From an optimization exercise on the open Yosys and OpenROAD flow, aimed at small area and a short achievable clock period; shortcuts taken in it are not production practice.
Function was checked by simulation only, so behaviour that the tests miss may differ from the original.
Power and IR drop assume default switching activity.

==> flow/design.v (excerpt) <==
module rbFIFO(clock,rst,dataIn,push,pop,dataOut,full,empty);
    input         clock;
    input         rst;
    input  [63:0] dataIn;
    input         push;
    input         pop;
    output [63:0] dataOut;
    output        full;
    output        empty;
    reg    [63:0] mem [1:31];
    reg    [63:0] dout;
    reg     [4:0] rt;       
    reg     [4:0] rh;       
    reg           full;
    reg           empty;
    function [4:0] inc;
        input [4:0] s;
        inc = {s[3:0], s[4] ^ s[2]};
    endfunction
    wire [4:0] rt_inc    = inc(rt);
    wire [4:0] rh_inc    = inc(rh);
    wire       ram_empty = (rh == rt) & ~full;    
    wire       afull     = (rt_inc == rh);         
    wire       push_eff  = push & ~full;
    wire       pop_eff   = pop & ~empty & ~push_eff;
    reg  [31:1] wsel;
    reg  [31:1] rsel;
    integer i;
    always @* begin
        for (i = 1; i < 32; i = i + 1) begin
            wsel[i] = (rt == i) & ~full;
            rsel[i] = (rh == i);
        end
    end
    reg [63:0] rdata;
    always @* begin
        rdata = 64'd0;
        for (i = 1; i < 32; i = i + 1)
            rdata = rdata | (mem[i] & {64{rsel[i]}});
    end
    always @(posedge clock) begin
        for (i = 1; i < 32; i = i + 1)
            if (wsel[i]) mem[i] <= dataIn;
    end
    always @(posedge clock) begin
        if (empty)
            dout <= dataIn;
        else if (pop_eff & ~ram_empty)
            dout <= rdata;
    end
    always @(posedge clock) begin
        if (rst) begin
            rt    <= 5'd1;
            rh    <= 5'd1;
            full  <= 1'b0;
            empty <= 1'b1;
        end else if (push_eff) begin
            if (~empty) rt <= rt_inc;
            full  <= afull;
            empty <= 1'b0;
        end else if (pop_eff) begin
            if (ram_empty) empty <= 1'b1;
  ...
Size in the first run: about 4500 cells after synthesis, roughly 2100 flip-flops.
==> flow/config.mk <==
export PLATFORM = sky130hd
export DESIGN_NAME = rbFIFO
export DESIGN_NICKNAME = rbFIFO
export VERILOG_FILES = /design/flow/design.v
export SDC_FILE = /design/flow/constraint.sdc
export NUM_CORES = 4
export LEC_CHECK = 0
export ABC_CLOCK_PERIOD_IN_PS = 2500
export CAP_MARGIN = 20
export CORE_MARGIN = 2
export CORE_UTILIZATION = 40
export SETUP_SLACK_MARGIN = 3.0
export SLEW_MARGIN = 20
==> flow/constraint.sdc <==
create_clock -name core_clock -period 5.5 [get_ports {clock}]
set_input_delay 1.1000 -clock core_clock [delete_from_list [all_inputs] [get_ports {clock}]]
set_output_delay 1.1000 -clock core_clock [all_outputs]
set_load 0.01 [all_outputs]
run.sh (not shown) runs the stock make flow with config.mk's settings and CLKGATE_MAP_FILE= SYNTH_SCRIPT=/design/flow/synth_recipe.tcl, a recipe that flattens the netlist after the stock synthesis.
==> next run, changes <==
Settings changed: CORE_UTILIZATION 40 to 65.
Design area went down by 4.6%; worst setup slack is better by 0.10 ns; synthesized cell count does not change.

* * *

== exp/fjord ==
Another version of the RTL of rbFIFO (not shown whole).
Size: roughly 3500 cells after synthesis, roughly 2100 flip-flops, roughly 130 I/O pins, about 74000 µm² of cells after synthesis.
Settings: LEC_CHECK=0, CAP_MARGIN=20, CORE_MARGIN=2, CORE_UTILIZATION=72, CTS_CLUSTER_DIAMETER=80, CTS_CLUSTER_SIZE=24, SETUP_SLACK_MARGIN=3.15, SLEW_MARGIN=20, SYNTH_HIERARCHICAL=1, SYNTH_MINIMUM_KEEP_SIZE=0; clock period 5.5 ns.
exp/fjord finished every stage and its layout cleared the timing, DRC and antenna checks.
Relative to exp/fjord, the following input files were edited for exp/maple:
# exp/fjord
export LEC_CHECK = 0
export CAP_MARGIN = 20
export CORE_MARGIN = 2
export CORE_UTILIZATION = 72
export CTS_CLUSTER_DIAMETER = 80
export CTS_CLUSTER_SIZE = 24
export SETUP_SLACK_MARGIN = 3.15
export SLEW_MARGIN = 20
export SYNTH_HIERARCHICAL = 1
export SYNTH_MINIMUM_KEEP_SIZE = 0
create_clock -name core_clock -period 5.5 [get_ports {clock}]
# exp/maple
export LEC_CHECK = 0
export CAP_MARGIN = 20
export CORE_MARGIN = 2
export CORE_UTILIZATION = 65
export CTS_CLUSTER_DIAMETER = 80
export CTS_CLUSTER_SIZE = 24
export SETUP_SLACK_MARGIN = 3.15
export SLEW_MARGIN = 20
export SYNTH_HIERARCHICAL = 1
export SYNTH_MINIMUM_KEEP_SIZE = 0
create_clock -name core_clock -period 5.5 [get_ports {clock}]
--- outcome ---
No stage failed in exp/maple, and the final checks on the layout all came back clean. Comparing via count of the first global-routing pass for exp/maple and exp/fjord, the smaller number came from exp/maple. exp/maple vs exp/fjord, instance count: exp/maple higher. Higher sequential share of layout area among exp/maple and exp/fjord: exp/fjord.

* * *

run A:
Another version of the RTL of rbFIFO (not shown whole).
For scale: about 3500 cells after synthesis, ~2100 flip-flops, ~130 I/O pins, roughly 74000 µm² of cells after synthesis.
clock: 5.5 ns
lec_check: 0
cap_margin: 20
core_margin: 2
core_utilization: 65
cts_cluster_diameter: 80
cts_cluster_size: 24
setup_slack_margin: 3.3
slew_margin: 20
synth_hierarchical: 1
synth_minimum_keep_size: 0
Edits applied to the flow inputs when going from run A to run B:
# run A
export LEC_CHECK = 0
export CAP_MARGIN = 20
export CORE_MARGIN = 2
export CORE_UTILIZATION = 65
export CTS_CLUSTER_DIAMETER = 80
export CTS_CLUSTER_SIZE = 24
export SETUP_SLACK_MARGIN = 3.3
export SLEW_MARGIN = 20
export SYNTH_HIERARCHICAL = 1
export SYNTH_MINIMUM_KEEP_SIZE = 0
create_clock -name core_clock -period 5.5 [get_ports {clock}]
# run B
export LEC_CHECK = 0
export CAP_MARGIN = 20
export CORE_MARGIN = 2
export CORE_UTILIZATION = 65
export CTS_CLUSTER_DIAMETER = 80
export CTS_CLUSTER_SIZE = 24
export SETUP_SLACK_MARGIN = 3.15
export SLEW_MARGIN = 20
export SYNTH_HIERARCHICAL = 1
export SYNTH_MINIMUM_KEEP_SIZE = 0
create_clock -name core_clock -period 5.5 [get_ports {clock}]
Findings:
- Global-route wire length before repair (run B vs. run A) increases slightly
- On run B: clock period minus worst slack is 0.11 ns higher than what run A gave.
- Total design power down 0.30% in run B wrt run A
- Compared with run A, in run B final-layout fill cell count increased by 84 relative to the old numbers, top fanout value on the critical path increased by 43 relative to the old numbers.
The following lists how run C was set up differently from run B:
# run B
export LEC_CHECK = 0
export CAP_MARGIN = 20
export CORE_MARGIN = 2
export CORE_UTILIZATION = 65
export CTS_CLUSTER_DIAMETER = 80
export CTS_CLUSTER_SIZE = 24
export SETUP_SLACK_MARGIN = 3.15
export SLEW_MARGIN = 20
export SYNTH_HIERARCHICAL = 1
export SYNTH_MINIMUM_KEEP_SIZE = 0
create_clock -name core_clock -period 5.5 [get_ports {clock}]
# run C
export LEC_CHECK = 0
export CAP_MARGIN = 20
export CORE_MARGIN = 2
export CORE_UTILIZATION = 72
export CTS_CLUSTER_DIAMETER = 80
export CTS_CLUSTER_SIZE = 24
export SETUP_SLACK_MARGIN = 3.15
export SLEW_MARGIN = 20
export SYNTH_HIERARCHICAL = 1
export SYNTH_MINIMUM_KEEP_SIZE = 0
create_clock -name core_clock -period 5.5 [get_ports {clock}]
Sequential cell count came out exactly the same in run C and run B. In terms of hold slack, run B and run C differ only marginally. Going from run B to run C, final wirelength decreased about 7%; total power decreased by 0.00012 W relative to the old numbers; setup slack decreased by 0.0033 ns relative to the old numbers; met2 usage in global routing dropped 1.2 points; global router's overall resource usage saw an increase. Each of the runs, namely run C and run B, reached the end of the flow and came out clean. Run C vs. run B: share of total power in combinational logic neither gained nor lost much; number of buffers outside the clock class in the layout lost 15%.
The following lists how run D was set up differently from run C:
# run C
export LEC_CHECK = 0
export CAP_MARGIN = 20
export CORE_MARGIN = 2
export CORE_UTILIZATION = 72
export CTS_CLUSTER_DIAMETER = 80
export CTS_CLUSTER_SIZE = 24
export SETUP_SLACK_MARGIN = 3.15
export SLEW_MARGIN = 20
export SYNTH_HIERARCHICAL = 1
export SYNTH_MINIMUM_KEEP_SIZE = 0
create_clock -name core_clock -period 5.5 [get_ports {clock}]
# run D
export LEC_CHECK = 0
export CAP_MARGIN = 20
export CORE_MARGIN = 2
export CORE_UTILIZATION = 65
export CTS_BUF_LIST = sky130_fd_sc_hd__clkbuf_8 sky130_fd_sc_hd__clkbuf_16
export CTS_CLUSTER_DIAMETER = 80
export CTS_CLUSTER_SIZE = 24
export SETUP_SLACK_MARGIN = 3.3
export SLEW_MARGIN = 20
export SYNTH_HIERARCHICAL = 1
export SYNTH_MINIMUM_KEEP_SIZE = 0
create_clock -name core_clock -period 5.5 [get_ports {clock}]
--- outcome ---
Run D: no failed stages, no open violations at the end. Per the comparison of run D with run C, critical path depth moved down, final standard cell count with taps included and fillers excluded moved up, number of nets in the finished design moved up, combinational share of power moved up, routed length on met2 moved up. Compared with run C, in run D combined area of all synthesized cells has remained practically unchanged, final area has increased, growth of design area from synthesis to finish has increased. Run comparison: run D launching instance or port of the critical path dout[50]; run C launching instance or port of the critical path rsel[3]. Clock share of power down 0.2 points in run D wrt run C. Run C has higher global-route usage than run D. Share of the core filled with cells in the final layout | run D below run C.

* * *

## before
Starting RTL as in the previous note.
clock: 5.5 ns
lec_check: 0
cap_margin: 10
core_margin: 2
core_utilization: 65
cts_cluster_diameter: 80
cts_cluster_size: 24
setup_slack_margin: 3.3
slew_margin: 10
synth_hierarchical: 1
synth_minimum_keep_size: 0
The final layout from before, which completed every stage, passed the timing, DRC and antenna checks at the end of the flow.
Modified inputs, after compared to before
# before
export LEC_CHECK = 0
export CAP_MARGIN = 10
export CORE_MARGIN = 2
export CORE_UTILIZATION = 65
export CTS_CLUSTER_DIAMETER = 80
export CTS_CLUSTER_SIZE = 24
export SETUP_SLACK_MARGIN = 3.3
export SLEW_MARGIN = 10
export SYNTH_HIERARCHICAL = 1
export SYNTH_MINIMUM_KEEP_SIZE = 0
create_clock -name core_clock -period 5.5 [get_ports {clock}]
# after
export LEC_CHECK = 0
export CAP_MARGIN = 20
export CORE_MARGIN = 2
export CORE_UTILIZATION = 65
export CTS_CLUSTER_DIAMETER = 90
export CTS_CLUSTER_SIZE = 28
export SETUP_SLACK_MARGIN = 3.3
export SLEW_MARGIN = 20
export SYNTH_HIERARCHICAL = 1
export SYNTH_MINIMUM_KEEP_SIZE = 0
create_clock -name core_clock -period 5.5 [get_ports {clock}]
==> comparison <==
after finished end to end and its layout was clean on timing, DRC and antenna. For the met3 wirelength from detailed routing, after came in about 0.7% higher than before did. after vs before, number of vias per cell after detailed routing went down by about 0.45%. Compared with before, after shows power consumption that has gone down slightly. NOTE: minimum clock period after layout in after exceeds that of before. [compare] base=before new=after: final cell count dropped about 0.6%, aggregate routed wire length barely changed, area growth from synthesis to layout dropped 0.64 points, clock buffer count dropped 26.

[afterwards: timing with drivers on the ports]
No port has a modelled driver above. Below, the same layouts with a new extraction and two added sets of constraints.
Step 1 sets driving cells, clkbuf_16 on the clock port and buf_2 on the other inputs (assumed; they add their load-dependent delay and slew).
Step 2 moves the port delays by t, midway between the first and last clock arrival at a register: inputs arrive t later, outputs are due t later. That takes back most of the time a late clock gives input paths.
Three values: ideal, step 1, step 2; two values: the first two.
| run | shift t [ns] | slack for setup (ns) | clock arrival spread, ns | worst data-port slew with drivers (ns) |
|---|---|---|---|---|
| the first run of note 1 | 0.932 | 2.617 / 2.617 / 2.508 | 0.087 / 0.087 | 0.16 |
| the second run of note 1 | 0.903 | 2.721 / 2.697 / 2.484 | 0.030 / 0.031 | 0.16 |
| exp/fjord | 0.779 | 3.133 / 3.100 / 2.422 | 0.031 / 0.030 | 0.12 |
| exp/maple | 0.798 | 3.047 / 3.102 / 2.304 | 0.024 / 0.025 | 0.15 |
| run A | 0.796 | 3.154 / 3.072 / 2.677 | 0.029 / 0.029 | 0.15 |
| run B | 0.788 | 3.043 / 3.043 / 2.441 | 0.039 / 0.039 | 0.16 |
| run C | 0.806 | 3.040 / 3.040 / 2.452 | 0.029 / 0.029 | 0.12 |
| run D | 0.793 | 3.155 / 3.073 / 2.670 | 0.026 / 0.026 | 0.15 |
| before | 0.793 | 3.162 / 3.079 / 2.658 | 0.026 / 0.026 | 0.16 |
| after | 0.782 | 3.152 / 3.069 / 2.574 | 0.043 / 0.043 | 0.16 |
After both steps setup and hold are still met in every run listed. For exp/maple, which loses most, drivers alone change the setup slack by +0.055 ns; drivers and shift together by -0.743 ns.
